This design comes from an exercise in tuning for small area and a short achievable clock period on the open sky130 flow, not from production work.
Only the layout flow was run in this run; the RTL was not checked for function there.
Power figures rest on the tool's default switching activity, not on a simulated workload.

`flow/flow/run.sh`:
```
#!/bin/bash
# Standard layout with two changes:
#  - synthesis maps with the ABC script flow/map.abc (registers untouched:
#    abc runs without -dff, so the standard synthesis's flip-flops remain);
#  - the port buffers are the smallest buffer cell.
set -euo pipefail
W=$(pwd)
export BUFFER_PORTS_ARGS="-buffer_cell sky130_fd_sc_hd__buf_1"
{
  echo 'proc abc {args} {'
  echo '  set i [lsearch $args -script]'
  echo "  if {\$i >= 0} { lset args [expr {\$i+1}] $W/flow/map.abc }"
  echo '  yosys abc {*}$args'
  echo '}'
  cat "$W/synth_recipe.tcl"
} > "$W/my_synth.tcl"
sed -E "s#'?SYNTH_SCRIPT=[^ ']*'?#SYNTH_SCRIPT=$W/my_synth.tcl#" "$W/standard.sh" > "$W/my_standard.sh"
grep -q "SYNTH_SCRIPT=$W/my_synth.tcl" "$W/my_standard.sh"
bash "$W/my_standard.sh" > "$W/standard.log" 2>&1
```
`flow/flow/map.abc`:
```
strash
dch -f
map -a
```
`flow/standard.sh`:
```
#!/bin/bash
# synth_recipe.tcl (not shown) runs the flow's synth.tcl, then flattens the netlist and writes it again
# the make line also repeats each setting of config.mk as NAME=value (left out here)
make -C /OpenROAD-flow-scripts/flow DESIGN_CONFIG=/design/flow/config.mk WORK_HOME=/design/flow/orfs CLKGATE_MAP_FILE= SYNTH_SCRIPT=/design/flow/synth_recipe.tcl "${@:-finish}"
```
`flow/config.mk`:
```
export PLATFORM = sky130hd
export DESIGN_NAME = fixedFloatConversion
export DESIGN_NICKNAME = fixedFloatConversion
export VERILOG_FILES = /design/flow/design.v
export SDC_FILE = /design/flow/constraint.sdc
export NUM_CORES = 4
export LEC_CHECK = 0
export ABC_AREA = 1
export CAP_MARGIN = 20
export CORE_MARGIN = 2
export CORE_UTILIZATION = 40
export SETUP_SLACK_MARGIN = 3
export SLEW_MARGIN = 20
export SYNTH_HIERARCHICAL = 1
export SYNTH_MINIMUM_KEEP_SIZE = 0
export TNS_END_PERCENT = 0
```
`flow/constraint.sdc`:
```
create_clock -name core_clock -period 9.0 [get_ports {clk}]
set_input_delay 1.8000 -clock core_clock [delete_from_list [all_inputs] [get_ports {clk}]]
set_output_delay 1.8000 -clock core_clock [all_outputs]
set_load 0.01 [all_outputs]
```
`flow/design.v`:
```
`timescale 1ns / 1ps
module fixedFloatConversion(
  input wire clk,
  input wire rst,
  input wire[31:0] targetnumber,
  input wire[4:0] fixpointpos,
  input wire opcode,
  output reg[31:0] result);
wire        s  = targetnumber[31];
wire [30:0] t  = targetnumber[30:0];
wire        nz = |t;
wire [4:0] lz;
lzc32 ulz (.w({t ^ {31{s}}, 1'b1}), .lz(lz));
wire [9:0] d     = 10'd150 - {5'd0, fixpointpos} - {2'd0, targetnumber[30:23]};
wire       valid = (d[9:5] == 5'd0);
wire [4:0] bsh   = ~d[4:0];
wire [54:0] x0 = opcode ? {31'd0, 1'b1, t[22:0]} : {t, 24'd0};
wire [4:0]  sh = opcode ? bsh : lz;
wire [4:0]  shn = ~sh;
wire [54:16] n1;                 
wire [54:24] x2;
wire [54:28] n3;                 
wire [54:30] x4;
wire [54:31] ny;                 
genvar g;
generate
  for (g = 16; g <= 54; g = g + 1) begin : l1
    mux_ao m (.a(x0[g-16]), .b(x0[g]), .s(sh[4]), .sn(shn[4]), .y(n1[g]));
  end
  for (g = 24; g <= 54; g = g + 1) begin : l2
    mux_oa m (.a(n1[g-8]), .b(n1[g]), .s(sh[3]), .sn(shn[3]), .y(x2[g]));
  end
  for (g = 28; g <= 54; g = g + 1) begin : l3
    mux_ao m (.a(x2[g-4]), .b(x2[g]), .s(sh[2]), .sn(shn[2]), .y(n3[g]));
  end
  for (g = 30; g <= 54; g = g + 1) begin : l4
    mux_oa m (.a(n3[g-2]), .b(n3[g]), .s(sh[1]), .sn(shn[1]), .y(x4[g]));
  end
  for (g = 31; g <= 54; g = g + 1) begin : l5
    mux_ao m (.a(x4[g-1]), .b(x4[g]), .s(sh[0]), .sn(shn[0]), .y(ny[g]));
  end
endgenerate
wire [54:31] y = ~ny;
wire st = (shn[4] & |x0[15:0]) | (shn[3] & ~&n1[23:16]) | (shn[2] & |x2[27:24])
        | (shn[1] & ~&n3[29:28]) | (shn[0] & x4[30]);
wire        cin = ~opcode & st;
wire [24:0] vp;                  
prefix_or #(.N(25)) pb (.a({y[54:31], cin}), .y(vp));
wire [23:0] low = y[54:31] ^ ({24{s}} & vp[23:0]);
wire [7:0]  e0 = 8'd157 - {3'd0, fixpointpos} - {3'd0, lz};
wire [7:0]  e  = (s & ~vp[24]) ? e0 + 8'd1 : e0;
wire keep = opcode ? valid : nz;
always @(posedge clk) begin
  result[22:0]  <= keep ? low[22:0] : 23'd0;
  result[30:23] <= keep ? (opcode ? {{7{s & vp[24]}}, low[23]} : e) : 8'd0;
  result[31]    <= keep & s & (~opcode | vp[24]);
end
endmodule
module lzc32 (
  input  wire [31:0] w,
  output wire [4:0]  lz);
  wire [15:0] z1; wire [15:0] c1;
  wire [7:0]  z2; wire [15:0] c2;
  wire [3:0]  z3; wire [11:0] c3;
  wire [1:0]  z4; wire [7:0]  c4;
  genvar i;
  generate
    for (i = 0; i < 16; i = i + 1) begin : l1
      assign z1[i] = ~(w[2*i+1] | w[2*i]);
      assign c1[i] = ~w[2*i+1];
    end
    for (i = 0; i < 8; i = i + 1) begin : l2
      assign z2[i] = z1[2*i+1] & z1[2*i];
      assign c2[2*i+1:2*i] = z1[2*i+1] ? {1'b1, c1[2*i]} : {1'b0, c1[2*i+1]};
    end
    for (i = 0; i < 4; i = i + 1) begin : l3
      assign z3[i] = z2[2*i+1] & z2[2*i];
      assign c3[3*i+2:3*i] = z2[2*i+1] ? {1'b1, c2[4*i+1:4*i]} : {1'b0, c2[4*i+3:4*i+2]};
    end
    for (i = 0; i < 2; i = i + 1) begin : l4
      assign z4[i] = z3[2*i+1] & z3[2*i];
      assign c4[4*i+3:4*i] = z3[2*i+1] ? {1'b1, c3[6*i+2:6*i]} : {1'b0, c3[6*i+5:6*i+3]};
    end
  endgenerate
  assign lz = z4[1] ? {1'b1, c4[3:0]} : {1'b0, c4[7:4]};
endmodule
module prefix_or #(parameter N = 32) (
  input  wire [N-1:0] a,
  output wire [N-1:0] y);
  localparam L = $clog2(N);
  wire [N-1:0] p [0:L];
  assign p[0] = a;
  genvar k, i;
  generate
    for (k = 0; k < L; k = k + 1) begin : lv
      for (i = 0; i < N; i = i + 1) begin : bt
        if ((i >> k) & 1)
          assign p[k+1][i] = p[k][i] | p[k][((i >> k) << k) - 1];
        else
          assign p[k+1][i] = p[k][i];
      end
    end
  endgenerate
  assign y = p[L];
endmodule
module mux_ao (
  input  wire a, b, s, sn,
  output wire y);
  assign y = ~((a & s) | (b & sn));
endmodule
module mux_oa (
  input  wire a, b, s, sn,
  output wire y);
  assign y = ~((a | sn) & (b | s));
endmodule
```
==> results.txt <==
critical path, delay by kind of cell:
| family | cells | cell delay [ns] |
|---|---|---|
| AO/OA/AOI/OAI | 9 | 1.62 |
| buffers and inverters | 12 | 1.32 |
| adder cells (fa/ha/maj) | 1 | 0.31 |
| AND/OR/NAND/NOR | 11 | 1.64 |
| XOR/XNOR | 2 | 0.30 |
area by class of cell:
cell class	count	area (µm²)	share of cell area, %
Clock buffer	5	68.8	1.10
Clock inverter	3	42.5	0.682
Inverter	115	468	7.50
Multi-Input combinational cell	530	3810	61.1
Sequential cell	32	641	10.3
Tap cell	136	170	2.73
Timing Repair Buffer	147	1010	16.2
Timing Repair inverter	3	26.3	0.421
through the flow:
step | hold WS [ns] | utilization [%] | power (W) | worst slack (ns)
floorplan | 1.90 | - | 0.000585 | 1.61
global placement | 2.19 | 47.9 | 0.000710 | 1.01
detailed placement | 2.19 | 47.9 | 0.000719 | 0.873
CTS | 2.14 | 54.9 | 0.000936 | 2.16
global route | 2.21 | 60.2 | 0.00110 | 1.86
finish | 2.18 | 60.2 | 0.00102 | 2.16
final timing paths:
kind | from | end | slack (ns) | cells after the start
worst max-delay path | fixpointpos[2] | result[29] | 2.16 | 35
worst min-delay path | opcode | result[30] | 2.18 | 4
placed cells by master, fill, tap and decap left out, types with 7 or more instances in the layout:
master / n
a21oi_1: 16
a22oi_1: 53
a22oi_2: 38
buf_1: 61
buf_4: 62
buf_6: 10
clkinv_1: 96
dfxtp_1: 32
ha_1: 16
inv_2: 8
nand2_1: 56
nand4_1: 7
nor2_1: 118
nor2_2: 7
nor2_4: 8
nor4_1: 11
o21ai_0: 12
o22ai_1: 51
or2_2: 9
xnor2_1: 25
xor2_1: 37
power groups by stage:
stage	clock network (W)	registers, W	logic, W
after global placement	0	0.000182	0.000528
after floorplan	0	0.000202	0.000384
after detailed placement	0	0.000184	0.000535
after CTS	0.000140	0.000181	0.000615
after global routing	0.000147	0.000182	0.000767
final	0.000138	0.000180	0.000702
timing repair:
item / 4_1_cts / 5_1_grt
buffers inserted: 39 / 19
gates resized for setup: 68 / 94
pin swaps: 23 / 44
hold buffers: 0 / 0
cloned: 4 / 2
endpoints found under the setup margin: 31 / 30
endpoints found under the hold margin: 0 / 0
routing by layer:
| layer | track usage (%) | part of all wire [%] | vias up |
|---|---|---|---|
| li1 | - | - | 2725 |
| met1 | 34.1 | 44 | 2610 |
| met2 | 41.5 | 47 | 254 |
| met3 | 2.66 | 6.1 | 50 |
| met4 | 9.71 | 3.6 | 0 |
| met5 | 0 | 0 | - |
==> flow_summary_export.csv <==
group,metric,value,unit
layout,n_antenna_cell,0,
cts,clkSlewWorstSetupHoldPaths,0.07,ns
layout,syn_to_final_growth,45.0,%
cts,cts-root-buf,"clkbuf_8",
cts,cts_inserted_buffers,5,
global_routing,grt_pass1_wl,23900,µm
layout,nFillCells,994,
pwr,peakVddDrop,72.4,µV
setup_path,cpMaxStageDelayCell,"ha_1",
pwr,clkPwrFrac,13.5,%
synth,synth_area,0.00430,mm²
routing,num_vias,5639,
setup_path,cp_data_required_time,9.17,ns
setup_path,setup.worst_path.end_class,"flip-flop",
cts,cts-htree-levels,2,
sta,tightest_slew,0.539,ns
die,coreArea,0.0104,mm²
sta,period_share,76.0,%
cts,clockBufferDepth,2,
cts,cts_tree,"built",
layout,largest_reg_flops,32,
layout,num-nets-final,895,
placement,port_buffers,70,
sta,slew_viol_final,0,
routing,drtIter0Drc,454,
pwr,leakagePower,2.32,nW
setup_path,crit_path_start_kind,"input port",
sta,setup_viol,0,
routing,route.detailed.wl_per_inst,15.9,µm
die,die_w,108,µm
layout,finalNonFillerCells,971,
synth,synth_fp_nets,738,
cts,numClockSinks,32,
pwr,p_int,0.000541,W
placement,dp_cells,899,
sta,hold_viol,0,
worst_hold_path,hp-class,"input port to flip-flop",
setup_path,slowest_delay,0.31,ns
placement,hpwl,10500,µm
die,start_util,41.5,%
pwr,netSwitchingFraction,46.9,%
sta,maxClockFrequency,0.146,GHz
setup_path,path_common_cell,"buf_4",
sta,finalSetupTns,0,ns
routing,dr.pass1.iters,5,
routing,wirelength,15500,µm
job,cap_violations,0,
synth,ys_warn_count,8,
global_routing,grt_pass1_vias,5028,
pwr,power_switching,0.000478,W
sta,finalCriticalPeriod,6.84,ns
global_routing,track_usage,25.3,%
global_routing,grt-ovfl-total,0,
sta,relSlewSlack,63.8,%
routing,post_drt_via_cell_ratio,5.81,
setup_path,critPathMaxFanout,5,
global_routing,grt_max_degree,43,
routing,ant_nets,0,
global_routing,antenna_found_initial,0,
run_status,status,"timing/DRC/antenna clean",
pwr,combPwrFrac,68.8,%
layout,stdcell_area,0.00624,mm²
synth,syn_inst,677,
die,die_area,0.0116,mm²
die,pin_count,72,
layout,drive_gt1_share,26.2,%
setup_path,arrival,7.01,ns
placement,placed_area,0.00497,mm²
die,die_h,108,µm
sta,rsz0062_at_grt,"yes",
synth,syn_avg_cell_area,6.36,µm²
setup_path,worstSetupPathType,"input port to flip-flop",
layout,largest-register,"result",
pwr,power_density,163,mW/mm²
pwr,p_seq_share,17.7,%
routing,route.detailed.drc,0,
placement,gp_congestion,0.938,
die,rows,37,
layout,reg.largest.list,"result: 32 flops",

[port drivers added, routing unchanged]
No port has a modelled driver above. Below, the same layout with a new extraction and two added sets of constraints.
Step 1 sets driving cells, clkbuf_16 on the clock port and buf_2 on the other inputs (assumed; they add their load-dependent delay and slew).
Step 2 moves the port delays by t, midway between the first and last clock arrival at a register: inputs arrive t later, outputs are due t later. That takes back most of the time a late clock gives input paths.
Three values: ideal, step 1, step 2; two values: the first two.
t, ns: 0.318
setup slack, ns: 2.159 / 2.123 / 1.806
hold slack, ns: 2.177 / 2.167 / 2.205
After both steps this run still meets setup and hold. The setup slack of this run moves by -0.036 ns with the drivers and by -0.353 ns with both steps.
